Source: an optimization exercise on an open RTL-to-GDS flow (aim: small area and a short achievable clock period). Production flows keep margins and buffers that such runs may drop.
Function was not checked in any run shown here: the RTL went through the layout flow alone.
Power figures rest on the tool's default switching activity, not on a simulated workload.

## run.sh

```bash
#!/bin/bash
# synth_recipe.tcl (not shown) runs the flow's synth.tcl, then flattens the netlist and writes it again
# the make line also repeats each setting of config.mk as NAME=value (left out here)
make -C /OpenROAD-flow-scripts/flow DESIGN_CONFIG=/design/flow/config.mk WORK_HOME=/design/flow/orfs CLKGATE_MAP_FILE= SYNTH_SCRIPT=/design/flow/synth_recipe.tcl finish
```

## config.mk

```make
export PLATFORM = sky130hd
export DESIGN_NAME = mul16_top
export DESIGN_NICKNAME = mul16_top
export VERILOG_FILES = /design/flow/design.v
export SDC_FILE = /design/flow/constraint.sdc
export NUM_CORES = 4
export LEC_CHECK = 0
export ABC_CLOCK_PERIOD_IN_PS = 2000
export CAP_MARGIN = 20
export CORE_MARGIN = 2
export CORE_UTILIZATION = 40
export SLEW_MARGIN = 20
export SYNTH_HIERARCHICAL = 1
```

## constraint.sdc

```tcl
create_clock -name core_clock -period 22.0 [get_ports {clk}]
set_input_delay 4.4000 -clock core_clock [delete_from_list [all_inputs] [get_ports {clk}]]
set_output_delay 4.4000 -clock core_clock [all_outputs]
set_load 0.01 [all_outputs]
```

## design.v

```verilog
module mul16_top(
    input clk,
    input [15:0] a,
    input [15:0] b,
    output reg [31:0] res
);
    reg [15:0] a_r, b_r;
    wire [31:0] p;
    multiplier u_mul(.a(a_r), .b(b_r), .res(p));
    always @(posedge clk) begin
        a_r <= a;
        b_r <= b;
        res <= p;
    end
endmodule

module multiplier(
    input [15:0] a,
    input [15:0] b,
    output [31:0] res
);
  wire pp1;
  wire pp2;
  wire pp3;
  wire pp4;
  wire pp5;
  wire pp6;
  wire pp7;
  wire pp8;
  wire pp9;
  wire pp10;
  wire pp11;
  wire pp12;
  wire pp13;
  wire pp14;
  wire pp15;
  wire pp16;
  wire pp17;
  wire pp18;
  wire pp19;
  wire pp20;
  wire pp21;
  wire pp22;
  wire pp23;
  wire pp24;
  wire pp25;
  wire pp26;
  wire pp27;
  wire pp28;
  wire pp29;
  wire pp30;
  wire pp31;
  wire pp32;
  wire pp33;
  wire pp34;
  wire pp35;
  wire pp36;
  wire pp37;
  wire pp38;
  wire pp39;
  wire pp40;
  wire pp41;
  wire pp42;
  wire pp43;
  wire pp44;
  wire pp45;
  wire pp46;
  wire pp47;
  wire pp48;
  wire pp49;
  wire pp50;
  wire pp51;
  wire pp52;
  wire pp53;
  wire pp54;
  wire pp55;
  wire pp56;
  wire pp57;
  wire pp58;
  wire pp59;
  wire pp60;
  wire pp61;
  wire pp62;
  wire pp63;
  wire pp64;
  wire pp65;
  wire pp66;
  wire pp67;
  wire pp68;
  wire pp69;
  wire pp70;
  wire pp71;
  wire pp72;
  wire pp73;
  wire pp74;
  wire pp75;
  wire pp76;
  wire pp77;
  wire pp78;
  wire pp79;
  wire pp80;
  wire pp81;
  wire pp82;
  wire pp83;
  wire pp84;
  wire pp85;
  wire pp86;
  wire pp87;
  wire pp88;
  wire pp89;
  wire pp90;
  wire pp91;
  wire pp92;
  wire pp93;
  wire pp94;
  wire pp95;
  wire pp96;
  wire pp97;
  wire pp98;
  wire pp99;
  wire pp100;
  wire pp101;
  wire pp102;
  wire pp103;
  wire pp104;
  wire pp105;
  wire pp106;
  wire pp107;
  wire pp108;
  wire pp109;
  wire pp110;
  wire pp111;
  wire pp112;
  wire pp113;
  wire pp114;
  wire pp115;
  wire pp116;
  wire pp117;
  wire pp118;
  wire pp119;
  wire pp120;
  wire pp121;
  wire pp122;
  wire pp123;
  wire pp124;
  wire pp125;
  wire pp126;
  wire pp127;
  wire pp128;
  wire pp129;
  wire pp130;
  wire pp131;
  wire pp132;
  wire pp133;
  wire pp134;
  wire pp135;
  wire pp136;
  wire pp137;
  wire pp138;
  wire pp139;
  wire pp140;
  wire pp141;
  wire pp142;
  wire pp143;
  wire pp144;
  wire pp145;
  wire pp146;
  wire pp147;
  wire pp148;
  wire pp149;
  wire pp150;
  wire pp151;
  wire pp152;
  wire pp153;
  wire pp154;
  wire pp155;
  wire pp156;
  wire pp157;
  wire pp158;
  wire pp159;
  wire pp160;
  wire pp161;
  wire pp162;
  wire pp163;
  wire pp164;
  wire pp165;
  wire pp166;
  wire pp167;
  wire pp168;
  wire pp169;
  wire pp170;
  wire pp171;
  wire pp172;
  wire pp173;
  wire pp174;
  wire pp175;
  wire pp176;
  wire pp177;
  wire pp178;
  wire pp179;
  wire pp180;
  wire pp181;
  wire pp182;
  wire pp183;
  wire pp184;
  wire pp185;
  wire pp186;
  wire pp187;
  wire pp188;
  wire pp189;
  wire pp190;
  wire pp191;
  wire pp192;
  wire pp193;
  wire pp194;
  wire pp195;
  wire pp196;
  wire pp197;
  wire pp198;
  wire pp199;
  wire pp200;
  wire pp201;
  wire pp202;
  wire pp203;
  wire pp204;
  wire pp205;
  wire pp206;
  wire pp207;
  wire pp208;
  wire pp209;
  wire pp210;
  wire pp211;
  wire pp212;
  wire pp213;
  wire pp214;
  wire pp215;
  wire pp216;
  wire pp217;
  wire pp218;
  wire pp219;
  wire pp220;
  wire pp221;
  wire pp222;
  wire pp223;
  wire pp224;
  wire pp225;
  wire pp226;
  wire pp227;
  wire pp228;
  wire pp229;
  wire pp230;
  wire pp231;
  wire pp232;
  wire pp233;
  wire pp234;
  wire pp235;
  wire pp236;
  wire pp237;
  wire pp238;
  wire pp239;
  wire pp240;
  wire pp241;
  wire pp242;
  wire pp243;
  wire pp244;
  wire pp245;
  wire pp246;
  wire pp247;
  wire pp248;
  wire pp249;
  wire pp250;
  wire pp251;
  wire pp252;
  wire pp253;
  wire pp254;
  wire pp255;
  wire pp256;
  wire s257;
  wire c258;
  wire s259;
  wire c260;
  wire s261;
  wire c262;
  wire s263;
  wire c264;
  wire s265;
  wire c266;
  wire s267;
  wire c268;
  wire s269;
  wire c270;
  wire s271;
  wire c272;
  wire s273;
  wire c274;
  wire s275;
  wire c276;
  wire s277;
  wire c278;
  wire s279;
  wire c280;
  wire s281;
  wire c282;
  wire s283;
  wire c284;
  wire s285;
  wire c286;
  wire s287;
  wire c288;
  wire s289;
  wire c290;
  wire s291;
  wire c292;
  wire s293;
  wire c294;
  wire s295;
  wire c296;
  wire s297;
  wire c298;
  wire s299;
  wire c300;
  wire s301;
  wire c302;
  wire s303;
  wire c304;
  wire s305;
  wire c306;
  wire s307;
  wire c308;
  wire s309;
  wire c310;
  wire s311;
  wire c312;
  wire s313;
  wire c314;
  wire s315;
  wire c316;
  wire s317;
  wire c318;
  wire s319;
  wire c320;
  wire s321;
  wire c322;
  wire s323;
  wire c324;
  wire s325;
  wire c326;
  wire s327;
  wire c328;
  wire s329;
  wire c330;
  wire s331;
  wire c332;
  wire s333;
  wire c334;
  wire s335;
  wire c336;
  wire s337;
  wire c338;
  wire s339;
  wire c340;
  wire s341;
  wire c342;
  wire s343;
  wire c344;
  wire s345;
  wire c346;
  wire s347;
  wire c348;
  wire s349;
  wire c350;
  wire s351;
  wire c352;
  wire s353;
  wire c354;
  wire s355;
  wire c356;
  wire s357;
  wire c358;
  wire s359;
  wire c360;
  wire s361;
  wire c362;
  wire s363;
  wire c364;
  wire s365;
  wire c366;
  wire s367;
  wire c368;
  wire s369;
  wire c370;
  wire s371;
  wire c372;
  wire s373;
  wire c374;
  wire s375;
  wire c376;
  wire s377;
  wire c378;
  wire s379;
  wire c380;
  wire s381;
  wire c382;
  wire s383;
  wire c384;
  wire s385;
  wire c386;
  wire s387;
  wire c388;
  wire s389;
  wire c390;
  wire s391;
  wire c392;
  wire s393;
  wire c394;
  wire s395;
  wire c396;
  wire s397;
  wire c398;
  wire s399;
  wire c400;
  wire s401;
  wire c402;
  wire s403;
  wire c404;
  wire s405;
  wire c406;
  wire s407;
  wire c408;
  wire s409;
  wire c410;
  wire s411;
  wire c412;
  wire s413;
  wire c414;
  wire s415;
  wire c416;
  wire s417;
  wire c418;
  wire s419;
  wire c420;
  wire s421;
  wire c422;
  wire s423;
  wire c424;
  wire s425;
  wire c426;
  wire s427;
  wire c428;
  wire s429;
  wire c430;
  wire s431;
  wire c432;
  wire s433;
  wire c434;
  wire s435;
  wire c436;
  wire s437;
  wire c438;
  wire s439;
  wire c440;
  wire s441;
  wire c442;
  wire s443;
  wire c444;
  wire s445;
  wire c446;
  wire s447;
  wire c448;
  wire s449;
  wire c450;
  wire s451;
  wire c452;
  wire s453;
  wire c454;
  wire s455;
  wire c456;
  wire s457;
  wire c458;
  wire s459;
  wire c460;
  wire s461;
  wire c462;
  wire s463;
  wire c464;
  wire s465;
  wire c466;
  wire s467;
  wire c468;
  wire s469;
  wire c470;
  wire s471;
  wire c472;
  wire s473;
  wire c474;
  wire s475;
  wire c476;
  wire s477;
  wire c478;
  wire s479;
  wire c480;
  wire s481;
  wire c482;
  wire s483;
  wire c484;
  wire s485;
  wire c486;
  wire s487;
  wire c488;
  wire s489;
  wire c490;
  wire s491;
  wire c492;
  wire s493;
  wire c494;
  wire s495;
  wire c496;
  wire s497;
  wire c498;
  wire s499;
  wire c500;
  wire s501;
  wire c502;
  wire s503;
  wire c504;
  wire s505;
  wire c506;
  wire s507;
  wire c508;
  wire s509;
  wire c510;
  wire s511;
  wire c512;
  wire s513;
  wire c514;
  wire s515;
  wire c516;
  wire s517;
  wire c518;
  wire s519;
  wire c520;
  wire s521;
  wire c522;
  wire s523;
  wire c524;
  wire s525;
  wire c526;
  wire s527;
  wire c528;
  wire s529;
  wire c530;
  wire s531;
  wire c532;
  wire s533;
  wire c534;
  wire s535;
  wire c536;
  wire s537;
  wire c538;
  wire s539;
  wire c540;
  wire s541;
  wire c542;
  wire s543;
  wire c544;
  wire s545;
  wire c546;
  wire s547;
  wire c548;
  wire s549;
  wire c550;
  wire s551;
  wire c552;
  wire s553;
  wire c554;
  wire s555;
  wire c556;
  wire s557;
  wire c558;
  wire s559;
  wire c560;
  wire s561;
  wire c562;
  wire s563;
  wire c564;
  wire s565;
  wire c566;
  wire s567;
  wire c568;
  wire s569;
  wire c570;
  wire s571;
  wire c572;
  wire s573;
  wire c574;
  wire s575;
  wire c576;
  wire s577;
  wire c578;
  wire s579;
  wire c580;
  wire s581;
  wire c582;
  wire s583;
  wire c584;
  wire s585;
  wire c586;
  wire s587;
  wire c588;
  wire s589;
  wire c590;
  wire s591;
  wire c592;
  wire s593;
  wire c594;
  wire s595;
  wire c596;
  wire s597;
  wire c598;
  wire s599;
  wire c600;
  wire s601;
  wire c602;
  wire s603;
  wire c604;
  wire s605;
  wire c606;
  wire s607;
  wire c608;
  wire s609;
  wire c610;
  wire s611;
  wire c612;
  wire s613;
  wire c614;
  wire s615;
  wire c616;
  wire s617;
  wire c618;
  wire s619;
  wire c620;
  wire s621;
  wire c622;
  wire s623;
  wire c624;
  wire s625;
  wire c626;
  wire s627;
  wire c628;
  wire s629;
  wire c630;
  wire s631;
  wire c632;
  wire s633;
  wire c634;
  wire s635;
  wire c636;
  wire s637;
  wire c638;
  wire s639;
  wire c640;
  wire s641;
  wire c642;
  wire s643;
  wire c644;
  wire s645;
  wire c646;
  wire s647;
  wire c648;
  wire s649;
  wire c650;
  wire s651;
  wire c652;
  wire s653;
  wire c654;
  wire s655;
  wire c656;
  wire s657;
  wire c658;
  wire s659;
  wire c660;
  wire s661;
  wire c662;
  wire s663;
  wire c664;
  wire s665;
  wire c666;
  wire s667;
  wire c668;
  wire s669;
  wire c670;
  wire s671;
  wire c672;
  wire s673;
  wire c674;
  wire s675;
  wire c676;
  wire g677;
  wire p678;
  wire g679;
  wire p680;
  wire g681;
  wire p682;
  wire g683;
  wire p684;
  wire g685;
  wire p686;
  wire g687;
  wire p688;
  wire g689;
  wire p690;
  wire g691;
  wire p692;
  wire g693;
  wire p694;
  wire g695;
  wire p696;
  wire g697;
  wire p698;
  wire g699;
  wire p700;
  wire g701;
  wire p702;
  wire g703;
  wire p704;
  wire g705;
  wire p706;
  wire g707;
  wire p708;
  wire g709;
  wire p710;
  wire g711;
  wire p712;
  wire g713;
  wire p714;
  wire g715;
  wire p716;
  wire g717;
  wire p718;
  wire g719;
  wire p720;
  wire g721;
  wire p722;
  wire g723;
  wire p724;
  wire g725;
  wire p726;
  wire g727;
  wire p728;
  wire g729;
  wire p730;
  wire g731;
  wire p732;
  wire g733;
  wire p734;
  wire g735;
  wire p736;
  wire g737;
  wire p738;
  wire g739;
  wire p740;
  wire g741;
  wire G742;
  wire P743;
  wire G744;
  wire P745;
  wire G746;
  wire P747;
  wire G748;
  wire P749;
  wire G750;
  wire P751;
  wire G752;
  wire P753;
  wire G754;
  wire P755;
  wire G756;
  wire P757;
  wire G758;
  wire P759;
  wire G760;
  wire P761;
  wire G762;
  wire P763;
  wire G764;
  wire P765;
  wire G766;
  wire P767;
  wire G768;
  wire P769;
  wire G770;
  wire P771;
  wire G772;
  wire P773;
  wire G774;
  wire P775;
  wire G776;
  wire P777;
  wire G778;
  wire P779;
  wire G780;
  wire P781;
  wire G782;
  wire P783;
  wire G784;
  wire P785;
  wire G786;
  wire P787;
  wire G788;
  wire P789;
  wire G790;
  wire P791;
  wire G792;
  wire P793;
  wire G794;
  wire P795;
  wire G796;
  wire P797;
  wire G798;
  wire P799;
  wire G800;
  wire P801;
  wire G802;
  wire P803;
  wire G804;
  wire P805;
  wire G806;
  wire P807;
  wire G808;
  wire P809;
  wire G810;
  wire P811;
  wire G812;
  wire P813;
  wire G814;
  wire P815;
  wire G816;
  wire P817;
  wire G818;
  wire P819;
  wire G820;
  wire P821;
  wire G822;
  wire P823;
  wire G824;
  wire P825;
  wire G826;
  wire P827;
  wire G828;
  wire P829;
  wire G830;
  wire P831;
  wire G832;
  wire P833;
  wire G834;
  wire P835;
  wire G836;
  wire P837;
  wire G838;
  wire P839;
  wire G840;
  wire P841;
  wire G842;
  wire P843;
  wire G844;
  wire P845;
  wire G846;
  wire P847;
  wire G848;
  wire P849;
  wire G850;
  wire P851;
  wire G852;
  wire P853;
  wire G854;
  wire P855;
  assign pp1 = a[0] & b[0];
  assign pp2 = a[1] & b[0];
  assign pp3 = a[2] & b[0];
  assign pp4 = a[3] & b[0];
  assign pp5 = a[4] & b[0];
  assign pp6 = a[5] & b[0];
  assign pp7 = a[6] & b[0];
  assign pp8 = a[7] & b[0];
  assign pp9 = a[8] & b[0];
  assign pp10 = a[9] & b[0];
  assign pp11 = a[10] & b[0];
  assign pp12 = a[11] & b[0];
  assign pp13 = a[12] & b[0];
  assign pp14 = a[13] & b[0];
  assign pp15 = a[14] & b[0];
  assign pp16 = a[15] & b[0];
  assign pp17 = a[0] & b[1];
  assign pp18 = a[1] & b[1];
  assign pp19 = a[2] & b[1];
  assign pp20 = a[3] & b[1];
  assign pp21 = a[4] & b[1];
  assign pp22 = a[5] & b[1];
  assign pp23 = a[6] & b[1];
  assign pp24 = a[7] & b[1];
  assign pp25 = a[8] & b[1];
  assign pp26 = a[9] & b[1];
  assign pp27 = a[10] & b[1];
  assign pp28 = a[11] & b[1];
  assign pp29 = a[12] & b[1];
  assign pp30 = a[13] & b[1];
  assign pp31 = a[14] & b[1];
  assign pp32 = a[15] & b[1];
  assign pp33 = a[0] & b[2];
  assign pp34 = a[1] & b[2];
  assign pp35 = a[2] & b[2];
  assign pp36 = a[3] & b[2];
  assign pp37 = a[4] & b[2];
  assign pp38 = a[5] & b[2];
  assign pp39 = a[6] & b[2];
  assign pp40 = a[7] & b[2];
  assign pp41 = a[8] & b[2];
  assign pp42 = a[9] & b[2];
  assign pp43 = a[10] & b[2];
  assign pp44 = a[11] & b[2];
  assign pp45 = a[12] & b[2];
  assign pp46 = a[13] & b[2];
  assign pp47 = a[14] & b[2];
  assign pp48 = a[15] & b[2];
  assign pp49 = a[0] & b[3];
  assign pp50 = a[1] & b[3];
  assign pp51 = a[2] & b[3];
  assign pp52 = a[3] & b[3];
  assign pp53 = a[4] & b[3];
  assign pp54 = a[5] & b[3];
  assign pp55 = a[6] & b[3];
  assign pp56 = a[7] & b[3];
  assign pp57 = a[8] & b[3];
  assign pp58 = a[9] & b[3];
  assign pp59 = a[10] & b[3];
  assign pp60 = a[11] & b[3];
  assign pp61 = a[12] & b[3];
  assign pp62 = a[13] & b[3];
  assign pp63 = a[14] & b[3];
  assign pp64 = a[15] & b[3];
  assign pp65 = a[0] & b[4];
  assign pp66 = a[1] & b[4];
  assign pp67 = a[2] & b[4];
  assign pp68 = a[3] & b[4];
  assign pp69 = a[4] & b[4];
  assign pp70 = a[5] & b[4];
  assign pp71 = a[6] & b[4];
  assign pp72 = a[7] & b[4];
  assign pp73 = a[8] & b[4];
  assign pp74 = a[9] & b[4];
  assign pp75 = a[10] & b[4];
  assign pp76 = a[11] & b[4];
  assign pp77 = a[12] & b[4];
  assign pp78 = a[13] & b[4];
  assign pp79 = a[14] & b[4];
  assign pp80 = a[15] & b[4];
  assign pp81 = a[0] & b[5];
  assign pp82 = a[1] & b[5];
  assign pp83 = a[2] & b[5];
  assign pp84 = a[3] & b[5];
  assign pp85 = a[4] & b[5];
  assign pp86 = a[5] & b[5];
  assign pp87 = a[6] & b[5];
  assign pp88 = a[7] & b[5];
  assign pp89 = a[8] & b[5];
  assign pp90 = a[9] & b[5];
  assign pp91 = a[10] & b[5];
  assign pp92 = a[11] & b[5];
  assign pp93 = a[12] & b[5];
  assign pp94 = a[13] & b[5];
  assign pp95 = a[14] & b[5];
  assign pp96 = a[15] & b[5];
  assign pp97 = a[0] & b[6];
  assign pp98 = a[1] & b[6];
  assign pp99 = a[2] & b[6];
  assign pp100 = a[3] & b[6];
  assign pp101 = a[4] & b[6];
  assign pp102 = a[5] & b[6];
  assign pp103 = a[6] & b[6];
  assign pp104 = a[7] & b[6];
  assign pp105 = a[8] & b[6];
  assign pp106 = a[9] & b[6];
  assign pp107 = a[10] & b[6];
  assign pp108 = a[11] & b[6];
  assign pp109 = a[12] & b[6];
  assign pp110 = a[13] & b[6];
  assign pp111 = a[14] & b[6];
  assign pp112 = a[15] & b[6];
  assign pp113 = a[0] & b[7];
  assign pp114 = a[1] & b[7];
  assign pp115 = a[2] & b[7];
  assign pp116 = a[3] & b[7];
  assign pp117 = a[4] & b[7];
  assign pp118 = a[5] & b[7];
  assign pp119 = a[6] & b[7];
  assign pp120 = a[7] & b[7];
  assign pp121 = a[8] & b[7];
  assign pp122 = a[9] & b[7];
  assign pp123 = a[10] & b[7];
  assign pp124 = a[11] & b[7];
  assign pp125 = a[12] & b[7];
  assign pp126 = a[13] & b[7];
  assign pp127 = a[14] & b[7];
  assign pp128 = a[15] & b[7];
  assign pp129 = a[0] & b[8];
  assign pp130 = a[1] & b[8];
  assign pp131 = a[2] & b[8];
  assign pp132 = a[3] & b[8];
  assign pp133 = a[4] & b[8];
  assign pp134 = a[5] & b[8];
  assign pp135 = a[6] & b[8];
  assign pp136 = a[7] & b[8];
  assign pp137 = a[8] & b[8];
  assign pp138 = a[9] & b[8];
  assign pp139 = a[10] & b[8];
  assign pp140 = a[11] & b[8];
  assign pp141 = a[12] & b[8];
  assign pp142 = a[13] & b[8];
  assign pp143 = a[14] & b[8];
  assign pp144 = a[15] & b[8];
  assign pp145 = a[0] & b[9];
  assign pp146 = a[1] & b[9];
  assign pp147 = a[2] & b[9];
  assign pp148 = a[3] & b[9];
  assign pp149 = a[4] & b[9];
  assign pp150 = a[5] & b[9];
  assign pp151 = a[6] & b[9];
  assign pp152 = a[7] & b[9];
  assign pp153 = a[8] & b[9];
  assign pp154 = a[9] & b[9];
  assign pp155 = a[10] & b[9];
  assign pp156 = a[11] & b[9];
  assign pp157 = a[12] & b[9];
  assign pp158 = a[13] & b[9];
  assign pp159 = a[14] & b[9];
  assign pp160 = a[15] & b[9];
  assign pp161 = a[0] & b[10];
  assign pp162 = a[1] & b[10];
  assign pp163 = a[2] & b[10];
  assign pp164 = a[3] & b[10];
  assign pp165 = a[4] & b[10];
  assign pp166 = a[5] & b[10];
  assign pp167 = a[6] & b[10];
  assign pp168 = a[7] & b[10];
  assign pp169 = a[8] & b[10];
  assign pp170 = a[9] & b[10];
  assign pp171 = a[10] & b[10];
  assign pp172 = a[11] & b[10];
  assign pp173 = a[12] & b[10];
  assign pp174 = a[13] & b[10];
  assign pp175 = a[14] & b[10];
  assign pp176 = a[15] & b[10];
  assign pp177 = a[0] & b[11];
  assign pp178 = a[1] & b[11];
  assign pp179 = a[2] & b[11];
  assign pp180 = a[3] & b[11];
  assign pp181 = a[4] & b[11];
  assign pp182 = a[5] & b[11];
  assign pp183 = a[6] & b[11];
  assign pp184 = a[7] & b[11];
  assign pp185 = a[8] & b[11];
  assign pp186 = a[9] & b[11];
  assign pp187 = a[10] & b[11];
  assign pp188 = a[11] & b[11];
  assign pp189 = a[12] & b[11];
  assign pp190 = a[13] & b[11];
  assign pp191 = a[14] & b[11];
  assign pp192 = a[15] & b[11];
  assign pp193 = a[0] & b[12];
  assign pp194 = a[1] & b[12];
  assign pp195 = a[2] & b[12];
  assign pp196 = a[3] & b[12];
  assign pp197 = a[4] & b[12];
  assign pp198 = a[5] & b[12];
  assign pp199 = a[6] & b[12];
  assign pp200 = a[7] & b[12];
  assign pp201 = a[8] & b[12];
  assign pp202 = a[9] & b[12];
  assign pp203 = a[10] & b[12];
  assign pp204 = a[11] & b[12];
  assign pp205 = a[12] & b[12];
  assign pp206 = a[13] & b[12];
  assign pp207 = a[14] & b[12];
  assign pp208 = a[15] & b[12];
  assign pp209 = a[0] & b[13];
  assign pp210 = a[1] & b[13];
  assign pp211 = a[2] & b[13];
  assign pp212 = a[3] & b[13];
  assign pp213 = a[4] & b[13];
  assign pp214 = a[5] & b[13];
  assign pp215 = a[6] & b[13];
  assign pp216 = a[7] & b[13];
  assign pp217 = a[8] & b[13];
  assign pp218 = a[9] & b[13];
  assign pp219 = a[10] & b[13];
  assign pp220 = a[11] & b[13];
  assign pp221 = a[12] & b[13];
  assign pp222 = a[13] & b[13];
  assign pp223 = a[14] & b[13];
  assign pp224 = a[15] & b[13];
  assign pp225 = a[0] & b[14];
  assign pp226 = a[1] & b[14];
  assign pp227 = a[2] & b[14];
  assign pp228 = a[3] & b[14];
  assign pp229 = a[4] & b[14];
  assign pp230 = a[5] & b[14];
  assign pp231 = a[6] & b[14];
  assign pp232 = a[7] & b[14];
  assign pp233 = a[8] & b[14];
  assign pp234 = a[9] & b[14];
  assign pp235 = a[10] & b[14];
  assign pp236 = a[11] & b[14];
  assign pp237 = a[12] & b[14];
  assign pp238 = a[13] & b[14];
  assign pp239 = a[14] & b[14];
  assign pp240 = a[15] & b[14];
  assign pp241 = a[0] & b[15];
  assign pp242 = a[1] & b[15];
  assign pp243 = a[2] & b[15];
  assign pp244 = a[3] & b[15];
  assign pp245 = a[4] & b[15];
  assign pp246 = a[5] & b[15];
  assign pp247 = a[6] & b[15];
  assign pp248 = a[7] & b[15];
  assign pp249 = a[8] & b[15];
  assign pp250 = a[9] & b[15];
  assign pp251 = a[10] & b[15];
  assign pp252 = a[11] & b[15];
  assign pp253 = a[12] & b[15];
  assign pp254 = a[13] & b[15];
  assign pp255 = a[14] & b[15];
  assign pp256 = a[15] & b[15];
  mul_ha u_s257 (.a(pp104), .b(pp119), .s(s257), .c(c258));
  mul_fa u_s259 (.a(pp105), .b(pp120), .ci(pp135), .s(s259), .co(c260));
  mul_ha u_s261 (.a(pp15), .b(pp150), .s(s261), .c(c262));
  mul_fa u_s263 (.a(pp106), .b(pp121), .ci(pp136), .s(s263), .co(c264));
  mul_fa u_s265 (.a(pp151), .b(pp16), .ci(pp166), .s(s265), .co(c266));
  mul_ha u_s267 (.a(pp181), .b(pp196), .s(s267), .c(c268));
  mul_fa u_s269 (.a(pp107), .b(pp122), .ci(pp137), .s(s269), .co(c270));
  mul_fa u_s271 (.a(pp152), .b(pp167), .ci(pp182), .s(s271), .co(c272));
  mul_ha u_s273 (.a(pp197), .b(pp212), .s(s273), .c(c274));
  mul_fa u_s275 (.a(pp108), .b(pp123), .ci(pp138), .s(s275), .co(c276));
  mul_fa u_s277 (.a(pp153), .b(pp168), .ci(pp183), .s(s277), .co(c278));
  mul_fa u_s279 (.a(pp109), .b(pp124), .ci(pp139), .s(s279), .co(c280));
  mul_ha u_s281 (.a(pp10), .b(pp100), .s(s281), .c(c282));
  mul_fa u_s283 (.a(pp101), .b(pp11), .ci(pp116), .s(s283), .co(c284));
  mul_ha u_s285 (.a(pp131), .b(pp146), .s(s285), .c(c286));
  mul_fa u_s287 (.a(pp102), .b(pp117), .ci(pp12), .s(s287), .co(c288));
  mul_fa u_s289 (.a(pp132), .b(pp147), .ci(pp162), .s(s289), .co(c290));
  mul_ha u_s291 (.a(pp177), .b(pp27), .s(s291), .c(c292));
  mul_fa u_s293 (.a(pp103), .b(pp118), .ci(pp13), .s(s293), .co(c294));
  mul_fa u_s295 (.a(pp133), .b(pp148), .ci(pp163), .s(s295), .co(c296));
  mul_fa u_s297 (.a(pp178), .b(pp193), .ci(pp28), .s(s297), .co(c298));
  mul_ha u_s299 (.a(pp43), .b(pp58), .s(s299), .c(c300));
  mul_fa u_s301 (.a(pp134), .b(pp14), .ci(pp149), .s(s301), .co(c302));
  mul_fa u_s303 (.a(pp164), .b(pp179), .ci(pp194), .s(s303), .co(c304));
  mul_fa u_s305 (.a(pp209), .b(pp29), .ci(pp44), .s(s305), .co(c306));
  mul_fa u_s307 (.a(pp59), .b(pp74), .ci(pp89), .s(s307), .co(c308));
  mul_fa u_s309 (.a(pp165), .b(pp180), .ci(pp195), .s(s309), .co(c310));
  mul_fa u_s311 (.a(pp210), .b(pp225), .ci(pp30), .s(s311), .co(c312));
  mul_fa u_s313 (.a(pp45), .b(pp60), .ci(pp75), .s(s313), .co(c314));
  mul_fa u_s315 (.a(pp90), .b(c258), .ci(s261), .s(s315), .co(c316));
  mul_fa u_s317 (.a(pp211), .b(pp226), .ci(pp241), .s(s317), .co(c318));
  mul_fa u_s319 (.a(pp31), .b(pp46), .ci(pp61), .s(s319), .co(c320));
  mul_fa u_s321 (.a(pp76), .b(pp91), .ci(c262), .s(s321), .co(c322));
  mul_fa u_s323 (.a(s267), .b(c260), .ci(s263), .s(s323), .co(c324));
  mul_fa u_s325 (.a(pp227), .b(pp242), .ci(pp32), .s(s325), .co(c326));
  mul_fa u_s327 (.a(pp47), .b(pp62), .ci(pp77), .s(s327), .co(c328));
  mul_fa u_s329 (.a(pp92), .b(c268), .ci(s273), .s(s329), .co(c330));
  mul_fa u_s331 (.a(c264), .b(c266), .ci(s269), .s(s331), .co(c332));
  mul_fa u_s333 (.a(pp198), .b(pp213), .ci(pp228), .s(s333), .co(c334));
  mul_fa u_s335 (.a(pp243), .b(pp48), .ci(pp63), .s(s335), .co(c336));
  mul_fa u_s337 (.a(pp78), .b(pp93), .ci(c274), .s(s337), .co(c338));
  mul_fa u_s339 (.a(c270), .b(c272), .ci(s275), .s(s339), .co(c340));
  mul_fa u_s341 (.a(pp154), .b(pp169), .ci(pp184), .s(s341), .co(c342));
  mul_fa u_s343 (.a(pp199), .b(pp214), .ci(pp229), .s(s343), .co(c344));
  mul_fa u_s345 (.a(pp244), .b(pp64), .ci(pp79), .s(s345), .co(c346));
  mul_fa u_s347 (.a(pp94), .b(c276), .ci(c278), .s(s347), .co(c348));
  mul_fa u_s349 (.a(pp110), .b(pp125), .ci(pp140), .s(s349), .co(c350));
  mul_fa u_s351 (.a(pp155), .b(pp170), .ci(pp185), .s(s351), .co(c352));
  mul_fa u_s353 (.a(pp200), .b(pp215), .ci(pp230), .s(s353), .co(c354));
  mul_fa u_s355 (.a(pp245), .b(pp80), .ci(pp95), .s(s355), .co(c356));
  mul_fa u_s357 (.a(pp111), .b(pp126), .ci(pp141), .s(s357), .co(c358));
  mul_fa u_s359 (.a(pp156), .b(pp171), .ci(pp186), .s(s359), .co(c360));
  mul_fa u_s361 (.a(pp201), .b(pp216), .ci(pp231), .s(s361), .co(c362));
  mul_fa u_s363 (.a(pp112), .b(pp127), .ci(pp142), .s(s363), .co(c364));
  mul_fa u_s365 (.a(pp157), .b(pp172), .ci(pp187), .s(s365), .co(c366));
  mul_fa u_s367 (.a(pp128), .b(pp143), .ci(pp158), .s(s367), .co(c368));
  mul_ha u_s369 (.a(pp22), .b(pp37), .s(s369), .c(c370));
  mul_fa u_s371 (.a(pp113), .b(pp23), .ci(pp38), .s(s371), .co(c372));
  mul_ha u_s373 (.a(pp53), .b(pp68), .s(s373), .c(c374));
  mul_fa u_s375 (.a(pp114), .b(pp129), .ci(pp24), .s(s375), .co(c376));
  mul_fa u_s377 (.a(pp39), .b(pp54), .ci(pp69), .s(s377), .co(c378));
  mul_ha u_s379 (.a(pp84), .b(pp9), .s(s379), .c(c380));
  mul_fa u_s381 (.a(pp115), .b(pp130), .ci(pp145), .s(s381), .co(c382));
  mul_fa u_s383 (.a(pp25), .b(pp40), .ci(pp55), .s(s383), .co(c384));
  mul_fa u_s385 (.a(pp70), .b(pp85), .ci(s281), .s(s385), .co(c386));
  mul_fa u_s387 (.a(pp161), .b(pp26), .ci(pp41), .s(s387), .co(c388));
  mul_fa u_s389 (.a(pp56), .b(pp71), .ci(pp86), .s(s389), .co(c390));
  mul_fa u_s391 (.a(c282), .b(s285), .ci(s283), .s(s391), .co(c392));
  mul_fa u_s393 (.a(pp42), .b(pp57), .ci(pp72), .s(s393), .co(c394));
  mul_fa u_s395 (.a(pp87), .b(c286), .ci(s291), .s(s395), .co(c396));
  mul_fa u_s397 (.a(c284), .b(s287), .ci(s289), .s(s397), .co(c398));
  mul_fa u_s399 (.a(pp73), .b(pp88), .ci(c292), .s(s399), .co(c400));
  mul_fa u_s401 (.a(s299), .b(c288), .ci(c290), .s(s401), .co(c402));
  mul_fa u_s403 (.a(s293), .b(s295), .ci(s297), .s(s403), .co(c404));
  mul_fa u_s405 (.a(c300), .b(s257), .ci(c294), .s(s405), .co(c406));
  mul_fa u_s407 (.a(c296), .b(c298), .ci(s301), .s(s407), .co(c408));
  mul_fa u_s409 (.a(s303), .b(s305), .ci(s307), .s(s409), .co(c410));
  mul_fa u_s411 (.a(c302), .b(c304), .ci(c306), .s(s411), .co(c412));
  mul_fa u_s413 (.a(c308), .b(s259), .ci(s309), .s(s413), .co(c414));
  mul_fa u_s415 (.a(s311), .b(s313), .ci(s315), .s(s415), .co(c416));
  mul_fa u_s417 (.a(c310), .b(c312), .ci(c314), .s(s417), .co(c418));
  mul_fa u_s419 (.a(s265), .b(s317), .ci(s319), .s(s419), .co(c420));
  mul_fa u_s421 (.a(s321), .b(c316), .ci(s323), .s(s421), .co(c422));
  mul_fa u_s423 (.a(c318), .b(c320), .ci(s271), .s(s423), .co(c424));
  mul_fa u_s425 (.a(s325), .b(s327), .ci(c322), .s(s425), .co(c426));
  mul_fa u_s427 (.a(s329), .b(c324), .ci(s331), .s(s427), .co(c428));
  mul_fa u_s429 (.a(c326), .b(c328), .ci(s277), .s(s429), .co(c430));
  mul_fa u_s431 (.a(s333), .b(s335), .ci(s337), .s(s431), .co(c432));
  mul_fa u_s433 (.a(c330), .b(c332), .ci(s339), .s(s433), .co(c434));
  mul_fa u_s435 (.a(c334), .b(c336), .ci(s279), .s(s435), .co(c436));
  mul_fa u_s437 (.a(s341), .b(s343), .ci(s345), .s(s437), .co(c438));
  mul_fa u_s439 (.a(c338), .b(c340), .ci(s347), .s(s439), .co(c440));
  mul_fa u_s441 (.a(c280), .b(c342), .ci(c344), .s(s441), .co(c442));
  mul_fa u_s443 (.a(c346), .b(s349), .ci(s351), .s(s443), .co(c444));
  mul_fa u_s445 (.a(s353), .b(s355), .ci(c348), .s(s445), .co(c446));
  mul_fa u_s447 (.a(pp246), .b(pp96), .ci(c350), .s(s447), .co(c448));
  mul_fa u_s449 (.a(c352), .b(c354), .ci(c356), .s(s449), .co(c450));
  mul_fa u_s451 (.a(s357), .b(s359), .ci(s361), .s(s451), .co(c452));
  mul_fa u_s453 (.a(pp202), .b(pp217), .ci(pp232), .s(s453), .co(c454));
  mul_fa u_s455 (.a(pp247), .b(c358), .ci(c360), .s(s455), .co(c456));
  mul_fa u_s457 (.a(c362), .b(s363), .ci(s365), .s(s457), .co(c458));
  mul_fa u_s459 (.a(pp173), .b(pp188), .ci(pp203), .s(s459), .co(c460));
  mul_fa u_s461 (.a(pp218), .b(pp233), .ci(pp248), .s(s461), .co(c462));
  mul_fa u_s463 (.a(c364), .b(c366), .ci(s367), .s(s463), .co(c464));
  mul_fa u_s465 (.a(pp144), .b(pp159), .ci(pp174), .s(s465), .co(c466));
  mul_fa u_s467 (.a(pp189), .b(pp204), .ci(pp219), .s(s467), .co(c468));
  mul_fa u_s469 (.a(pp234), .b(pp249), .ci(c368), .s(s469), .co(c470));
  mul_fa u_s471 (.a(pp160), .b(pp175), .ci(pp190), .s(s471), .co(c472));
  mul_fa u_s473 (.a(pp205), .b(pp220), .ci(pp235), .s(s473), .co(c474));
  mul_fa u_s475 (.a(pp176), .b(pp191), .ci(pp206), .s(s475), .co(c476));
  mul_ha u_s477 (.a(pp20), .b(pp35), .s(s477), .c(c478));
  mul_fa u_s479 (.a(pp21), .b(pp36), .ci(pp51), .s(s479), .co(c480));
  mul_ha u_s481 (.a(pp6), .b(pp66), .s(s481), .c(c482));
  mul_fa u_s483 (.a(pp52), .b(pp67), .ci(pp7), .s(s483), .co(c484));
  mul_fa u_s485 (.a(pp82), .b(pp97), .ci(s369), .s(s485), .co(c486));
  mul_fa u_s487 (.a(pp8), .b(pp83), .ci(pp98), .s(s487), .co(c488));
  mul_fa u_s489 (.a(c370), .b(s373), .ci(s371), .s(s489), .co(c490));
  mul_fa u_s491 (.a(pp99), .b(c374), .ci(s379), .s(s491), .co(c492));
  mul_fa u_s493 (.a(c372), .b(s375), .ci(s377), .s(s493), .co(c494));
  mul_fa u_s495 (.a(c380), .b(c376), .ci(c378), .s(s495), .co(c496));
  mul_fa u_s497 (.a(s381), .b(s383), .ci(s385), .s(s497), .co(c498));
  mul_fa u_s499 (.a(c382), .b(c384), .ci(s387), .s(s499), .co(c500));
  mul_fa u_s501 (.a(s389), .b(c386), .ci(s391), .s(s501), .co(c502));
  mul_fa u_s503 (.a(c388), .b(c390), .ci(s393), .s(s503), .co(c504));
  mul_fa u_s505 (.a(s395), .b(c392), .ci(s397), .s(s505), .co(c506));
  mul_fa u_s507 (.a(c394), .b(s399), .ci(c396), .s(s507), .co(c508));
  mul_fa u_s509 (.a(c398), .b(s401), .ci(s403), .s(s509), .co(c510));
  mul_fa u_s511 (.a(c400), .b(c402), .ci(s405), .s(s511), .co(c512));
  mul_fa u_s513 (.a(c404), .b(s407), .ci(s409), .s(s513), .co(c514));
  mul_fa u_s515 (.a(c406), .b(c408), .ci(c410), .s(s515), .co(c516));
  mul_fa u_s517 (.a(s411), .b(s413), .ci(s415), .s(s517), .co(c518));
  mul_fa u_s519 (.a(c412), .b(c414), .ci(s417), .s(s519), .co(c520));
  mul_fa u_s521 (.a(s419), .b(c416), .ci(s421), .s(s521), .co(c522));
  mul_fa u_s523 (.a(c418), .b(c420), .ci(s423), .s(s523), .co(c524));
  mul_fa u_s525 (.a(s425), .b(c422), .ci(s427), .s(s525), .co(c526));
  mul_fa u_s527 (.a(c424), .b(s429), .ci(c426), .s(s527), .co(c528));
  mul_fa u_s529 (.a(s431), .b(c428), .ci(s433), .s(s529), .co(c530));
  mul_fa u_s531 (.a(c430), .b(s435), .ci(s437), .s(s531), .co(c532));
  mul_fa u_s533 (.a(c432), .b(c434), .ci(s439), .s(s533), .co(c534));
  mul_fa u_s535 (.a(c436), .b(c438), .ci(s441), .s(s535), .co(c536));
  mul_fa u_s537 (.a(s443), .b(c440), .ci(s445), .s(s537), .co(c538));
  mul_fa u_s539 (.a(c442), .b(s447), .ci(c444), .s(s539), .co(c540));
  mul_fa u_s541 (.a(s449), .b(s451), .ci(c446), .s(s541), .co(c542));
  mul_fa u_s543 (.a(s453), .b(c448), .ci(c450), .s(s543), .co(c544));
  mul_fa u_s545 (.a(c452), .b(s455), .ci(s457), .s(s545), .co(c546));
  mul_fa u_s547 (.a(c454), .b(s459), .ci(s461), .s(s547), .co(c548));
  mul_fa u_s549 (.a(c456), .b(c458), .ci(s463), .s(s549), .co(c550));
  mul_fa u_s551 (.a(c460), .b(c462), .ci(s465), .s(s551), .co(c552));
  mul_fa u_s553 (.a(s467), .b(c464), .ci(s469), .s(s553), .co(c554));
  mul_fa u_s555 (.a(pp250), .b(c466), .ci(c468), .s(s555), .co(c556));
  mul_fa u_s557 (.a(s471), .b(s473), .ci(c470), .s(s557), .co(c558));
  mul_fa u_s559 (.a(pp221), .b(pp236), .ci(pp251), .s(s559), .co(c560));
  mul_fa u_s561 (.a(c472), .b(c474), .ci(s475), .s(s561), .co(c562));
  mul_fa u_s563 (.a(pp192), .b(pp207), .ci(pp222), .s(s563), .co(c564));
  mul_fa u_s565 (.a(pp237), .b(pp252), .ci(c476), .s(s565), .co(c566));
  mul_fa u_s567 (.a(pp208), .b(pp223), .ci(pp238), .s(s567), .co(c568));
  mul_ha u_s569 (.a(pp19), .b(pp34), .s(s569), .c(c570));
  mul_fa u_s571 (.a(pp5), .b(pp50), .ci(pp65), .s(s571), .co(c572));
  mul_fa u_s573 (.a(pp81), .b(c478), .ci(s481), .s(s573), .co(c574));
  mul_fa u_s575 (.a(c482), .b(c480), .ci(s483), .s(s575), .co(c576));
  mul_fa u_s577 (.a(c484), .b(s487), .ci(c486), .s(s577), .co(c578));
  mul_fa u_s579 (.a(c488), .b(s491), .ci(c490), .s(s579), .co(c580));
  mul_fa u_s581 (.a(c492), .b(c494), .ci(s495), .s(s581), .co(c582));
  mul_fa u_s583 (.a(c496), .b(s499), .ci(c498), .s(s583), .co(c584));
  mul_fa u_s585 (.a(c500), .b(s503), .ci(c502), .s(s585), .co(c586));
  mul_fa u_s587 (.a(c504), .b(s507), .ci(c506), .s(s587), .co(c588));
  mul_fa u_s589 (.a(c508), .b(c510), .ci(s511), .s(s589), .co(c590));
  mul_fa u_s591 (.a(c512), .b(c514), .ci(s515), .s(s591), .co(c592));
  mul_fa u_s593 (.a(c516), .b(s519), .ci(c518), .s(s593), .co(c594));
  mul_fa u_s595 (.a(c520), .b(s523), .ci(c522), .s(s595), .co(c596));
  mul_fa u_s597 (.a(c524), .b(s527), .ci(c526), .s(s597), .co(c598));
  mul_fa u_s599 (.a(s531), .b(c528), .ci(c530), .s(s599), .co(c600));
  mul_fa u_s601 (.a(c532), .b(s535), .ci(c534), .s(s601), .co(c602));
  mul_fa u_s603 (.a(c536), .b(s539), .ci(s541), .s(s603), .co(c604));
  mul_fa u_s605 (.a(c540), .b(s543), .ci(s545), .s(s605), .co(c606));
  mul_fa u_s607 (.a(s547), .b(c544), .ci(c546), .s(s607), .co(c608));
  mul_fa u_s609 (.a(c548), .b(s551), .ci(c550), .s(s609), .co(c610));
  mul_fa u_s611 (.a(c552), .b(s555), .ci(s557), .s(s611), .co(c612));
  mul_fa u_s613 (.a(s559), .b(c556), .ci(s561), .s(s613), .co(c614));
  mul_fa u_s615 (.a(c560), .b(s563), .ci(c562), .s(s615), .co(c616));
  mul_fa u_s617 (.a(pp253), .b(c564), .ci(s567), .s(s617), .co(c618));
  mul_fa u_s619 (.a(pp224), .b(pp239), .ci(pp254), .s(s619), .co(c620));
  mul_ha u_s621 (.a(pp18), .b(pp3), .s(s621), .c(c622));
  mul_fa u_s623 (.a(pp4), .b(pp49), .ci(s569), .s(s623), .co(c624));
  mul_fa u_s625 (.a(c570), .b(s477), .ci(s571), .s(s625), .co(c626));
  mul_fa u_s627 (.a(c572), .b(s479), .ci(s573), .s(s627), .co(c628));
  mul_fa u_s629 (.a(c574), .b(s485), .ci(s575), .s(s629), .co(c630));
  mul_fa u_s631 (.a(c576), .b(s489), .ci(s577), .s(s631), .co(c632));
  mul_fa u_s633 (.a(s493), .b(c578), .ci(s579), .s(s633), .co(c634));
  mul_fa u_s635 (.a(s497), .b(c580), .ci(s581), .s(s635), .co(c636));
  mul_fa u_s637 (.a(c582), .b(s501), .ci(s583), .s(s637), .co(c638));
  mul_fa u_s639 (.a(s505), .b(c584), .ci(s585), .s(s639), .co(c640));
  mul_fa u_s641 (.a(s509), .b(c586), .ci(s587), .s(s641), .co(c642));
  mul_fa u_s643 (.a(s513), .b(c588), .ci(s589), .s(s643), .co(c644));
  mul_fa u_s645 (.a(s517), .b(c590), .ci(s591), .s(s645), .co(c646));
  mul_fa u_s647 (.a(c592), .b(s521), .ci(s593), .s(s647), .co(c648));
  mul_fa u_s649 (.a(s525), .b(c594), .ci(s595), .s(s649), .co(c650));
  mul_fa u_s651 (.a(s529), .b(c596), .ci(s597), .s(s651), .co(c652));
  mul_fa u_s653 (.a(s533), .b(c598), .ci(s599), .s(s653), .co(c654));
  mul_fa u_s655 (.a(s537), .b(c600), .ci(s601), .s(s655), .co(c656));
  mul_fa u_s657 (.a(c538), .b(c602), .ci(s603), .s(s657), .co(c658));
  mul_fa u_s659 (.a(c542), .b(s605), .ci(c604), .s(s659), .co(c660));
  mul_fa u_s661 (.a(s549), .b(c606), .ci(s607), .s(s661), .co(c662));
  mul_fa u_s663 (.a(s553), .b(c608), .ci(s609), .s(s663), .co(c664));
  mul_fa u_s665 (.a(c554), .b(s611), .ci(c610), .s(s665), .co(c666));
  mul_fa u_s667 (.a(c558), .b(s613), .ci(c612), .s(s667), .co(c668));
  mul_fa u_s669 (.a(s565), .b(c614), .ci(s615), .s(s669), .co(c670));
  mul_fa u_s671 (.a(c566), .b(s617), .ci(c616), .s(s671), .co(c672));
  mul_fa u_s673 (.a(c568), .b(s619), .ci(c618), .s(s673), .co(c674));
  mul_fa u_s675 (.a(pp240), .b(pp255), .ci(c620), .s(s675), .co(c676));
  assign g677 = pp1 & 1'b0;
  assign p678 = pp1 ^ 1'b0;
  assign g679 = pp17 & pp2;
  assign p680 = pp17 ^ pp2;
  assign g681 = pp33 & s621;
  assign p682 = pp33 ^ s621;
  assign g683 = c622 & s623;
  assign p684 = c622 ^ s623;
  assign g685 = c624 & s625;
  assign p686 = c624 ^ s625;
  assign g687 = c626 & s627;
  assign p688 = c626 ^ s627;
  assign g689 = c628 & s629;
  assign p690 = c628 ^ s629;
  assign g691 = c630 & s631;
  assign p692 = c630 ^ s631;
  assign g693 = c632 & s633;
  assign p694 = c632 ^ s633;
  assign g695 = c634 & s635;
  assign p696 = c634 ^ s635;
  assign g697 = c636 & s637;
  assign p698 = c636 ^ s637;
  assign g699 = c638 & s639;
  assign p700 = c638 ^ s639;
  assign g701 = c640 & s641;
  assign p702 = c640 ^ s641;
  assign g703 = c642 & s643;
  assign p704 = c642 ^ s643;
  assign g705 = c644 & s645;
  assign p706 = c644 ^ s645;
  assign g707 = c646 & s647;
  assign p708 = c646 ^ s647;
  assign g709 = c648 & s649;
  assign p710 = c648 ^ s649;
  assign g711 = c650 & s651;
  assign p712 = c650 ^ s651;
  assign g713 = c652 & s653;
  assign p714 = c652 ^ s653;
  assign g715 = c654 & s655;
  assign p716 = c654 ^ s655;
  assign g717 = c656 & s657;
  assign p718 = c656 ^ s657;
  assign g719 = s659 & c658;
  assign p720 = s659 ^ c658;
  assign g721 = s661 & c660;
  assign p722 = s661 ^ c660;
  assign g723 = c662 & s663;
  assign p724 = c662 ^ s663;
  assign g725 = c664 & s665;
  assign p726 = c664 ^ s665;
  assign g727 = s667 & c666;
  assign p728 = s667 ^ c666;
  assign g729 = s669 & c668;
  assign p730 = s669 ^ c668;
  assign g731 = s671 & c670;
  assign p732 = s671 ^ c670;
  assign g733 = s673 & c672;
  assign p734 = s673 ^ c672;
  assign g735 = s675 & c674;
  assign p736 = s675 ^ c674;
  assign g737 = pp256 & c676;
  assign p738 = pp256 ^ c676;
  assign g739 = 1'b0 & 1'b0;
  assign p740 = 1'b0 ^ 1'b0;
  assign g741 = g677 | (p678 & 1'b0);
  assign G742 = g679 | (p680 & g741);
  assign P743 = p680 & p678;
  assign G744 = g683 | (p684 & g681);
  assign P745 = p684 & p682;
  assign G746 = g687 | (p688 & g685);
  assign P747 = p688 & p686;
  assign G748 = g691 | (p692 & g689);
  assign P749 = p692 & p690;
  assign G750 = g695 | (p696 & g693);
  assign P751 = p696 & p694;
  assign G752 = g699 | (p700 & g697);
  assign P753 = p700 & p698;
  assign G754 = g703 | (p704 & g701);
  assign P755 = p704 & p702;
  assign G756 = g707 | (p708 & g705);
  assign P757 = p708 & p706;
  assign G758 = g711 | (p712 & g709);
  assign P759 = p712 & p710;
  assign G760 = g715 | (p716 & g713);
  assign P761 = p716 & p714;
  assign G762 = g719 | (p720 & g717);
  assign P763 = p720 & p718;
  assign G764 = g723 | (p724 & g721);
  assign P765 = p724 & p722;
  assign G766 = g727 | (p728 & g725);
  assign P767 = p728 & p726;
  assign G768 = g731 | (p732 & g729);
  assign P769 = p732 & p730;
  assign G770 = g735 | (p736 & g733);
  assign P771 = p736 & p734;
  assign G772 = g739 | (p740 & g737);
  assign P773 = p740 & p738;
  assign G774 = G744 | (P745 & G742);
  assign P775 = P745 & P743;
  assign G776 = G748 | (P749 & G746);
  assign P777 = P749 & P747;
  assign G778 = G752 | (P753 & G750);
  assign P779 = P753 & P751;
  assign G780 = G756 | (P757 & G754);
  assign P781 = P757 & P755;
  assign G782 = G760 | (P761 & G758);
  assign P783 = P761 & P759;
  assign G784 = G764 | (P765 & G762);
  assign P785 = P765 & P763;
  assign G786 = G768 | (P769 & G766);
  assign P787 = P769 & P767;
  assign G788 = G772 | (P773 & G770);
  assign P789 = P773 & P771;
  assign G790 = G776 | (P777 & G774);
  assign P791 = P777 & P775;
  assign G792 = G780 | (P781 & G778);
  assign P793 = P781 & P779;
  assign G794 = G784 | (P785 & G782);
  assign P795 = P785 & P783;
  assign G796 = G788 | (P789 & G786);
  assign P797 = P789 & P787;
  assign G798 = G792 | (P793 & G790);
  assign P799 = P793 & P791;
  assign G800 = G796 | (P797 & G794);
  assign P801 = P797 & P795;
  assign G802 = G800 | (P801 & G798);
  assign P803 = P801 & P799;
  assign G804 = G794 | (P795 & G798);
  assign P805 = P795 & P799;
  assign G806 = G778 | (P779 & G790);
  assign P807 = P779 & P791;
  assign G808 = G782 | (P783 & G798);
  assign P809 = P783 & P799;
  assign G810 = G786 | (P787 & G804);
  assign P811 = P787 & P805;
  assign G812 = G746 | (P747 & G774);
  assign P813 = P747 & P775;
  assign G814 = G750 | (P751 & G790);
  assign P815 = P751 & P791;
  assign G816 = G754 | (P755 & G806);
  assign P817 = P755 & P807;
  assign G818 = G758 | (P759 & G798);
  assign P819 = P759 & P799;
  assign G820 = G762 | (P763 & G808);
  assign P821 = P763 & P809;
  assign G822 = G766 | (P767 & G804);
  assign P823 = P767 & P805;
  assign G824 = G770 | (P771 & G810);
  assign P825 = P771 & P811;
  assign G826 = g681 | (p682 & G742);
  assign P827 = p682 & P743;
  assign G828 = g685 | (p686 & G774);
  assign P829 = p686 & P775;
  assign G830 = g689 | (p690 & G812);
  assign P831 = p690 & P813;
  assign G832 = g693 | (p694 & G790);
  assign P833 = p694 & P791;
  assign G834 = g697 | (p698 & G814);
  assign P835 = p698 & P815;
  assign G836 = g701 | (p702 & G806);
  assign P837 = p702 & P807;
  assign G838 = g705 | (p706 & G816);
  assign P839 = p706 & P817;
  assign G840 = g709 | (p710 & G798);
  assign P841 = p710 & P799;
  assign G842 = g713 | (p714 & G818);
  assign P843 = p714 & P819;
  assign G844 = g717 | (p718 & G808);
  assign P845 = p718 & P809;
  assign G846 = g721 | (p722 & G820);
  assign P847 = p722 & P821;
  assign G848 = g725 | (p726 & G804);
  assign P849 = p726 & P805;
  assign G850 = g729 | (p730 & G822);
  assign P851 = p730 & P823;
  assign G852 = g733 | (p734 & G810);
  assign P853 = p734 & P811;
  assign G854 = g737 | (p738 & G824);
  assign P855 = p738 & P825;
  assign res[0] = (p678 ^ 1'b0);
  assign res[1] = (p680 ^ g741);
  assign res[2] = (p682 ^ G742);
  assign res[3] = (p684 ^ G826);
  assign res[4] = (p686 ^ G774);
  assign res[5] = (p688 ^ G828);
  assign res[6] = (p690 ^ G812);
  assign res[7] = (p692 ^ G830);
  assign res[8] = (p694 ^ G790);
  assign res[9] = (p696 ^ G832);
  assign res[10] = (p698 ^ G814);
  assign res[11] = (p700 ^ G834);
  assign res[12] = (p702 ^ G806);
  assign res[13] = (p704 ^ G836);
  assign res[14] = (p706 ^ G816);
  assign res[15] = (p708 ^ G838);
  assign res[16] = (p710 ^ G798);
  assign res[17] = (p712 ^ G840);
  assign res[18] = (p714 ^ G818);
  assign res[19] = (p716 ^ G842);
  assign res[20] = (p718 ^ G808);
  assign res[21] = (p720 ^ G844);
  assign res[22] = (p722 ^ G820);
  assign res[23] = (p724 ^ G846);
  assign res[24] = (p726 ^ G804);
  assign res[25] = (p728 ^ G848);
  assign res[26] = (p730 ^ G822);
  assign res[27] = (p732 ^ G850);
  assign res[28] = (p734 ^ G810);
  assign res[29] = (p736 ^ G852);
  assign res[30] = (p738 ^ G824);
  assign res[31] = (p740 ^ G854);
endmodule
module mul_fa(input a, input b, input ci, output s, output co);
  assign s = a ^ b ^ ci;
  assign co = (a & b) | (a & ci) | (b & ci);
endmodule
module mul_ha(input a, input b, output s, output c);
  assign s = a ^ b;
  assign c = a & b;
endmodule
```

==> impl_metrics.yaml, run 1 <==
outcome:
  status: "timing/DRC/antenna clean"
route:
  routedWlPerCell_um: 20.1
  first_pass_iters: 4
  first_iter_violations: 214
  vias: 5350
  viasPerCell: 5.12
  route.detailed.drc: 0
  routed_wl_mm: 21.1
  antenna_left: 0
place:
  gp_congestion: 0.861
  placed_cell_area_mm2: 0.00930
  dp_hpwl_mm: 16.1
  numPortBuffers: 64
  pre_cts_slack_ps: 16190
timing:
  fin_ws_ps: 16200
  slew_viol_final: 0
  fmax_mhz: 172
  tightestPinTransition_ps: 789
  setup_viol: 0
  maxSlewHeadroom_pct: 47.3
  fin_crit_sh_pct: 26.4
  finalCriticalPeriod_ps: 5800
  rsz0062_at_grt: "false"
  final.setup_skew_ps: 14.4
  hold_viol_final: 0
  setup_tns_ps: 0
  hold_slack_ps: 797
cells_and_area:
  drive_gt1_share_pct: 3.38
  nets: 1052
  seq_area_mm2: 0.00128
  multi_input_area_mm2: 0.00690
  area_growth_pct: 13.2
  fillers: 1932
  n_antenna_cell: 0
  final_area_mm2: 0.00957
logic_synthesis:
  ys_top_cells_by_area: "fa_1 (50%), and2_1 (19%), dfxtp_1 (15%)"
  syn-num-nets: 1012
  synth_top_area_cell: "fa_1"
  yosysMostFrequentCell: "and2_1"
  yosysWarnings: 7
  syn_area_per_cell_um2: 11.7
  synthTopCellsByCount: "and2_1 (254), fa_1 (210), dfxtp_1 (64)"
  async_flop_share_pct: 0
  synth_top_area_share_pct: 49.7
  synth_seq_cells: 64
  synthFlopType: "dfxtp_1"
  ys_seq_area_share_pct: 15.2
  ys_types: 33
  synth_area_mm2: 0.00846
  synthesis.instances: 725
  synth-edff-count: 0
worst_setup_path:
  slowest_stage: "dfxtp_1"
  cp.required_ps: 22220
  crit_path_max_fanout: 16
  r2r-start: "a_r[8]$_DFF_P_"
  crit_type: "flip-flop to flip-flop"
  worst_path_most_repeated_cell: "fa_1"
  r2r_slack_ps: 16200
  rr_endpoint: "res[25]$_DFF_P_"
  crit_cells: 15
  crit_path_start: "a_r[8]$_DFF_P_"
  crit_chain: "and2_1, fa_1, fa_1, fa_1, fa_1, fa_1, fa_1, ha_1, a21oi_1, o21ai_0, a31o_2, a41oi_2, o21bai_1, fa_1, xor2_1"
  slowest_delay_ps: 830
  cp-start-kind: "flip-flop"
  arrival_ps: 6020
  reg2regPathDepth: 15
  crit_family: "adder cells"
  critPathCaptureType: "flip-flop"
  worst-path-buf-inv: 0
clock_network:
  cts-root-buf: "clkbuf_16"
  htreeDepth: 3
  clock_sinks: 64
  clock_path_buffers: 2
  clk_latency_ps: 350
  cts_tree: "built"
  cts_hold_buf: 0
  cts_buffers: 9
  post_cts_buffers: 0
  clk_pin_slew_ps: 60
  cts_resized: 0
floorplanning:
  start_util_pct: 40.5
  io_pins: 65
  die_x_um: 149
  die_h_um: 149
  rows: 53
  core_area_mm2: 0.0209
  die-area_mm2: 0.0223
global_routing:
  grt_max_degree: 17
  grt_pass1_wl_mm: 34.2
  overflow: 0
  grt_usage_pct: 20.6
  grt_antenna_before_repair: 0
  grt_pass1_vias: 6351
power_and_ir_drop:
  ir_worst_vdd_mv: 0.102
  power_density_mw_per_mm2: 142
  leakagePower_nw: 4.21
hold_path:
  hp-start: "b_r[0]$_DFF_P_"
  min_to: "res[0]$_DFF_P_"
  whs_path_depth: 1
  hp-class: "flip-flop to flip-flop"
run:
  maxCapViolCount: 0
## report_power, final
part / internal [mW] / switching (mW) / leakage, nW / total, mW
Clock: 0.0763 / 0.0609 / 0.132 / 0.137
Combinational: 0.483 / 0.551 / 3.53 / 1.03
Sequential: 0.168 / 0.0237 / 0.540 / 0.191
## metal layers
layer	track usage, %	vias up	wire length (µm)
li1	-	2318	-
met2	36.5	126	11200
met4	6.52	0	478
met1	26.0	2879	8540
met5	0	-	0
met3	3.06	27	860
## worst max path at each step
stage	end
6_report	res[25]$_DFF_P_
5_1_grt	res[25]$_DFF_P_
4_1_cts	res[25]$_DFF_P_
3_5_place_dp	res[23]$_DFF_P_
3_3_place_gp	res[27]$_DFF_P_
2_1_floorplan	res[27]$_DFF_P_
## cell type report
cell class              instances  share of cell area, %
clock buffers                   9                   2.35
clock inverters                 7                  0.497
inverters                      35                   1.37
multi-input cells             591                   72.1
flip-flops and latches         64                   13.4
well taps                     275                   3.60
repair buffers                 64                   6.69
## logic make-up after synthesis
group / share of synthesized area, %
adder cells (fa/ha/maj): 56.2
AND/OR/NAND/NOR: 20.1
XOR/XNOR: 1.45
AO/OA/AOI/OAI: 3.86
flip-flops: 15.2
buffers and inverters: 3.24
## layout by cell type (no fill, tap or decap), types with 3 or more instances in the layout
cell type / instances
clkdlybuf4s50_1: 64
ha_1: 44
o21bai_1: 3
a21oi_1: 16
clkinv_2: 3
a211oi_2: 3
nand2_1: 10
a21o_1: 3
o211ai_1: 3
xnor2_1: 9
inv_1: 35
dfxtp_1: 64
o21a_1: 3
o21ai_0: 6
xor2_1: 5
and2_1: 254
clkbuf_16: 9
nor3_1: 3
fa_1: 210
## registers in the layout, indices dropped and copies added, names as in the netlist
signal  cells
res        32
a_r        16
b_r        16
## through the flow
stage	utilization, %	power (mW)	instances
floorplan	-	0.939	725
global placement	44.5	1.23	1029
detailed placement	44.5	1.26	1029
CTS	45.8	1.40	1045
global route	45.8	1.54	1045
finish	45.8	1.36	1045
## per-module statistics from Yosys, one instance, submodules excluded
module / times used / cells inside / cell area [µm²] / flip-flops and latches
mul_fa: 195 / 1 / 20.0 / 0
mul16_top: 1 / 64 / 1280 / 64
mul_ha: 15 / 1 / 12.5 / 0
multiplier: 1 / 451 / 3080 / 0
==> inputs of run 2 (changes only) <==
--- a/config.mk
+++ b/config.mk
@@ -7,3 +7,3 @@
 export LEC_CHECK = 0
-export ABC_CLOCK_PERIOD_IN_PS = 2000
+export ABC_CLOCK_PERIOD_IN_PS = 1000
 export CAP_MARGIN = 20
==> run 2 against run 1 <==
Still clean; clock power is essentially flat; synthesized area unchanged; utilization is the same; clock skew did not move; via count is the same; maximum frequency is the same; first-iteration DRC count stayed put; combinational power hardly changed; critical path depth stayed put; sequential share of layout area did not move; critical path type unchanged; largest cell class unchanged; largest power group unchanged.
==> impl_metrics.yaml, run 2 <==
logic_synthesis:
  yosysMostFrequentCell: "and2_1"
  synth-edff-count: 0
  synth_area_mm2: 0.00846
  syn-num-nets: 1012
  synthTopCellsByCount: "and2_1 (254), fa_1 (210), dfxtp_1 (64)"
  synthesis.instances: 725
  synth_seq_cells: 64
  syn_area_per_cell_um2: 11.7
  ys_types: 33
  ys_top_cells_by_area: "fa_1 (50%), and2_1 (19%), dfxtp_1 (15%)"
  synth_top_area_cell: "fa_1"
  yosysWarnings: 7
  async_flop_share_pct: 0
  ys_seq_area_share_pct: 15.2
  synth_top_area_share_pct: 49.7
  synthFlopType: "dfxtp_1"
cells_and_area:
  largest_registers: "res x32, a_r x16, b_r x16"
  n_antenna_cell: 0
  mostFrequentLayoutCells: "and2_1 (254), fa_1 (210), dfxtp_1 (64), clkdlybuf4s50_1 (64), ha_1 (44)"
  largest_reg_flops: 32
  area_growth_pct: 13.2
  drive_gt1_share_pct: 3.38
  layout_commonest_cell: "and2_1"
  nets: 1052
  top_register: "res"
power_and_ir_drop:
  seqPwrFrac_pct: 14.0
  power.switching_mw: 0.636
  combPwrFrac_pct: 75.9
  p_int_mw: 0.727
  ir_worst_vdd_mv: 0.102
  power_density_mw_per_mm2: 142
  leakagePower_nw: 4.21
  switching_share_pct: 46.6
  pwr-share-clk_pct: 10.1
route:
  routed_wl_mm: 21.1
  antenna_left: 0
  route.detailed.drc: 0
  first_iter_violations: 214
  viasPerCell: 5.12
  vias: 5350
  routedWlPerCell_um: 20.1
  first_pass_iters: 4
floorplanning:
  die_h_um: 149
  core_area_mm2: 0.0209
  die_x_um: 149
  start_util_pct: 40.5
  die-area_mm2: 0.0223
  io_pins: 65
  rows: 53
global_routing:
  grt_pass1_wl_mm: 34.2
  grt_antenna_before_repair: 0
  grt_usage_pct: 20.6
  grt_max_degree: 17
  overflow: 0
  grt_pass1_vias: 6351
timing:
  rsz0062_at_grt: "false"
  fmax_mhz: 172
  tightestPinTransition_ps: 789
  slew_viol_final: 0
  setup_viol: 0
  finalCriticalPeriod_ps: 5800
  hold_viol_final: 0
  final.setup_skew_ps: 14.4
  setup_tns_ps: 0
  maxSlewHeadroom_pct: 47.3
  fin_crit_sh_pct: 26.4
  fin_ws_ps: 16200
hold_path:
  hp-class: "flip-flop to flip-flop"
place:
  numPortBuffers: 64
  dp_hpwl_mm: 16.1
  pre_cts_slack_ps: 16190
  gp_congestion: 0.861
clock_network:
  htreeDepth: 3
  clock_sinks: 64
  cts_resized: 0
  clk_pin_slew_ps: 60
  clock_path_buffers: 2
  cts_tree: "built"
  cts_hold_buf: 0
  post_cts_buffers: 0
  cts_buffers: 9
  clk_latency_ps: 350
  cts-root-buf: "clkbuf_16"
worst_setup_path:
  critPathCaptureType: "flip-flop"
  crit_path_max_fanout: 16
  slowest_stage: "dfxtp_1"
  worst_path_most_repeated_cell: "fa_1"
  crit_type: "flip-flop to flip-flop"
  worst-path-buf-inv: 0
  slowest_delay_ps: 830
  crit_chain: "and2_1, fa_1, fa_1, fa_1, fa_1, fa_1, fa_1, ha_1, a21oi_1, o21ai_0, a31o_2, a41oi_2, o21bai_1, fa_1, xor2_1"
  arrival_ps: 6020
  crit_family: "adder cells"
  cp.required_ps: 22220
  cp-start-kind: "flip-flop"
run:
  maxCapViolCount: 0
outcome:
  status: "timing/DRC/antenna clean"
## run 2: cell counts after synthesis
Identical to the previous run, type by type.
## run 2: layout make-up
| cell class | instances | area, µm² |
|---|---|---|
| fillers | 1932 | 11300 |
| multi-input cells | 591 | 6900 |
| flip-flops and latches | 64 | 1280 |
| repair buffers | 64 | 641 |
| well taps | 275 | 344 |
| clock buffers | 9 | 225 |
| inverters | 35 | 131 |
| clock inverters | 7 | 47.5 |
## run 2: power groups by stage
| stage | Combinational, mW | Sequential, mW | Clock, mW |
|---|---|---|---|
| after floorplan | 0.744 | 0.195 | 0 |
| after global placement | 1.03 | 0.195 | 0 |
| after detailed placement | 1.06 | 0.195 | 0 |
| after CTS | 1.07 | 0.192 | 0.142 |
| after global routing | 1.19 | 0.195 | 0.147 |
| final | 1.03 | 0.191 | 0.137 |
## run 2: modules after synthesis (local to each module, per instance)
module / area (µm²) / flops+latches
multiplier: 3080 / 0
mul_fa: 20.0 / 0
mul16_top: 1280 / 64
mul_ha: 12.5 / 0
## run 2: kinds of logic (layout without fill, tap and decap cells)
kind of cell | count (synthesis) | in the layout | synth area share, %
AND/OR/NAND/NOR | 276 | 276 | 20.1
adder cells (fa/ha/maj) | 254 | 254 | 56.2
buffers and inverters | 70 | 115 | 3.24
flip-flops | 64 | 64 | 15.2
AO/OA/AOI/OAI | 47 | 47 | 3.86
XOR/XNOR | 14 | 14 | 1.45
## run 2: worst paths after layout
check	from	end	slack, ps	depth (start not counted)
max	a_r[8]$_DFF_P_	res[25]$_DFF_P_	16200	15
min	b_r[0]$_DFF_P_	res[0]$_DFF_P_	800	1
max reg2reg	a_r[8]$_DFF_P_	res[25]$_DFF_P_	16200	15
min reg2reg	b_r[0]$_DFF_P_	res[0]$_DFF_P_	800	1
## run 2: routing by layer
metal,vias to the layer above,track usage (%),routed length [µm]
met1,2879,26.0,8540
met2,126,36.5,11200
li1,2318,-,-
met4,0,6.52,478
met5,-,0,0
met3,27,3.06,860
## run 2: metrics by stage
| step | instances | power [mW] | instance area [µm²] | util, % | hold WS (ps) |
|---|---|---|---|---|---|
| after floorplan | 725 | 0.939 | 8460 | - | 702 |
| after global placement | 1029 | 1.23 | 9300 | 44.5 | 797 |
| after detailed placement | 1029 | 1.26 | 9300 | 44.5 | 799 |
| after CTS | 1045 | 1.40 | 9570 | 45.8 | 806 |
| after global routing | 1045 | 1.54 | 9570 | 45.8 | 854 |
| final | 1045 | 1.36 | 9570 | 45.8 | 797 |

-- port drivers added, routing unchanged --
No port has a modelled driver above. Below, the same layouts with a new extraction and two added sets of constraints.
Step 1 (the two cells are an assumption about what drives the block):
set clk [get_ports {clk}]
set_driving_cell -lib_cell sky130_fd_sc_hd__clkbuf_16 $clk
set_driving_cell -lib_cell sky130_fd_sc_hd__buf_2 [delete_from_list [all_inputs] $clk]
Step 2, shift: input delay + t, output delay - t, t = (earliest + latest rising clock arrival at the registers) / 2. This alone moves slack from input paths to output paths.
Slacks: ideal / step 1 / step 2; pairs: ideal / step 1.
| run | t, ns | setup WS [ns] | hold WS [ns] |
|---|---|---|---|
| run 1 | 0.386 | 16.200 / 16.200 / 16.200 | 0.797 / 0.797 / 0.797 |
| run 2 | 0.386 | 16.200 / 16.200 / 16.200 | 0.797 / 0.797 / 0.797 |
After both steps every run listed still meets setup and hold.
